From an optimization exercise on the open Yosys and OpenROAD flow, aimed at small area and a short achievable clock period; shortcuts taken in it are not production practice. RTL that was checked went through simulation tests only; none was proved equivalent to the original. Power and IR drop assume default switching activity.

## red
Design reduce_instr, start of the top module:
module reduce_instr (
	input  [81:0] packetIn,
	input  [60:0] new_comm,
	input         clk,
	input         rst,
	output        rd_en,
	output [84:0] packetOut
);
function [5:0] addr6;
	input [5:0] i;
	addr6 = {i[5], i[5]^i[2], i[4], i[4]^i[1], i[3], i[3]^i[0]};
endfunction
function [8:0] expand;
	input [5:0] a;
	expand = {1'b0, a[5:4], 1'b0, a[3:2], 1'b0, a[1:0]};
endfunction
function [5:0] rank_addr;
	input [8:0] r;
	rank_addr = (r[8:6] == 3'd0) ? addr6(r[5:0]) : 6'd0;
endfunction
reg        t_v    [0:3];
reg [8:0]  t_x    [0:3];
reg        t_is7  [0:3];
reg        t_rz   [0:3];
reg [2:0]  t_ch   [0:3];
reg [3:0]  t_lg   [0:3];
reg [5:0]  t_p1   [0:3];
reg [5:0]  t_p2   [0:3];
reg [5:0]  t_p3   [0:3];
wire wr = new_comm[60] && (new_comm[59:54] == 6'd0);
wire [1:0] wsel = new_comm[53:52];
wire       w_is7 = (new_comm[42:34] == 9'd7);
wire [8:0] w_x = w_is7 ? new_comm[51:43] : new_comm[42:34];
integer n;
always @(posedge clk) begin
	for (n = 0; n < 4; n = n + 1) begin
		if (rst)
			t_v[n] <= 1'b0;
		else if (wr && wsel == n)
			t_v[n] <= 1'b1;
		if (wr && wsel == n) begin
			t_x[n]    <= w_x;
			t_is7[n]  <= w_is7;
			t_rz[n]   <= (new_comm[44:43] == 2'd0);
			t_ch[n]   <= new_comm[33:31];
			t_lg[n]   <= new_comm[30:27];
  ...
For scale: roughly 1600 cells after synthesis, about 230 I/O pins, roughly 14000 um2 of cells after synthesis.
clock: 20.0 ns
lec_check: 0
abc_area: 1
cap_margin: 20
core_margin: 2
core_utilization: 55
slew_margin: 20
standard.sh (not shown) runs the stock make flow with config.mk's settings and CLKGATE_MAP_FILE= SYNTH_SCRIPT=/design/flow/synth_recipe.tcl, a recipe that flattens the netlist after the stock synthesis.
==> flow/flow/run.sh <==
#!/bin/bash
# Standard synthesis; its combinational cells re-mapped by ABC for area
# (flip-flops untouched); then the standard layout steps, with buf_1 port
# buffers, a larger setup target for timing repair and a lighter clock tree.
set -euo pipefail
export BUFFER_PORTS_ARGS="-buffer_cell sky130_fd_sc_hd__buf_1"
export SETUP_SLACK_MARGIN=9
export CTS_ARGS="-sink_clustering_enable -repair_clock_nets -buf_list sky130_fd_sc_hd__clkbuf_8 -sink_clustering_size 14 -sink_clustering_max_diameter 80 -dont_use_dummy_load"
bash standard.sh synth > synth.log 2>&1
R=orfs/results/$FLOW_PLATFORM/reduce_instr/base
cp $R/1_2_yosys.v std_synth.v
export REMAP_LIB=$FLOW_HOME/platforms/$FLOW_PLATFORM/lib/sky130_fd_sc_hd__tt_025C_1v80.lib
export REMAP_IN=std_synth.v REMAP_OUT=remapped.v REMAP_TOP=$FLOW_TOP
export REMAP_DONT_USE="$(cat flow/dont_use.txt)"
export REMAP_FAST=flow/fast.abc REMAP_AREA=flow/area.abc
$FLOW_HOME/../tools/install/yosys/bin/yosys -c flow/remap.tcl > remap.log 2>&1
cp remapped.v $R/1_2_yosys.v
rm -f $R/1_synth.odb $R/1_synth.sdc
bash standard.sh finish > finish.log 2>&1
Other scripts of this flow, unchanged in this note and not shown: flow/flow/area.abc, flow/flow/dont_use.txt, flow/flow/fast.abc, flow/flow/remap.tcl
The inputs of blue differ from those of red as listed below.
--- a/flow/design.v
+++ b/flow/design.v
@@ -46,29 +46,25 @@
 			t_ch[n]   <= new_comm[33:31];
 			t_lg[n]   <= new_comm[30:27];
 			t_p3[n]   <= rank_addr(new_comm[26:18]);
 			t_p2[n]   <= rank_addr(new_comm[17:9]);
 			t_p1[n]   <= rank_addr(new_comm[8:0]);
 		end
 	end
 end
 wire [7:0] pkt_context = packetIn[53:46];
 wire [1:0] cs = pkt_context[1:0];
 wire       row_valid = (pkt_context[7:2] == 6'd0) && t_v[cs];
-reg  [8:0] t_lr [0:3];
-always @(*)
-	for (n = 0; n < 4; n = n + 1)
-		t_lr[n] = t_is7[n] ? 9'd7 : t_x[n];
 wire [8:0] x_u = t_x[cs];
 wire       is7_u = t_is7[cs];
-wire [8:0] lr_u = t_lr[cs];
+wire [8:0] lr_u = is7_u ? 9'd7 : x_u;
 wire [3:0] lg4_u = t_lg[cs];
 wire [2:0] ch_u = t_ch[cs];
 wire [2:0] lg_u = lg4_u[2:0];
 reg  [3:0] rs;
 reg        rz;
 reg  [5:0] p1, p2, p3;
 always @(*) begin
 	rz = 0; p1 = 0; p2 = 0; p3 = 0;
 	for (n = 0; n < 4; n = n + 1) begin
 		rs[n] = (pkt_context == n) && t_v[n];
 		rz   = rz   | (rs[n] & t_rz[n]);
==> comparison <==
Comparing red and blue, the higher fraction of layout instances using a drive strength above 1 is on blue. Cmp red and blue / maximum fanout encountered on the critical timing path / higher: red. When blue is measured against red, its average wire per standard cell turns out 1.4% lower. In the tables for red and blue, all-layer global routing usage reads lower with blue. blue vs red: total core area down slightly. Going from red to blue, number of antenna violations at the first check in global routing held; final design area excluding fillers now sits higher; worst slack at placement now sits lower; average footprint of a synthesized cell shows no meaningful change; clock network power share has decreased.
For red, only the layout was checked, not whether the RTL still works.

afterwards: timing with drivers on the ports:
How much do the figures lean on ideal ports? The routed layouts below were timed once more, with nothing changed but the port constraints.
Step 1: set_driving_cell puts a clkbuf_16 on clk and a buf_2 on each other input, an assumption about the parent block.
Step 2 moves the port delays by t, midway between the first and last clock arrival at a register: inputs arrive t later, outputs are due t later. That takes back most of the time a late clock gives input paths.
Three values: ideal, step 1, step 2; two values: the first two.
run | shift t [ns] | setup slack, ns | worst register clock-pin slew, ns | cell pins on the clock port's net
red | 0.597 | 9.194 / 9.146 / 8.717 | 0.11 / 0.11 | 1
blue | 0.606 | 8.996 / 8.944 / 8.944 | 0.10 / 0.10 | 1
After both steps setup and hold are still met in every run listed. The setup slack of red, which loses most, moves by -0.048 ns with the drivers and by -0.477 ns with both steps.
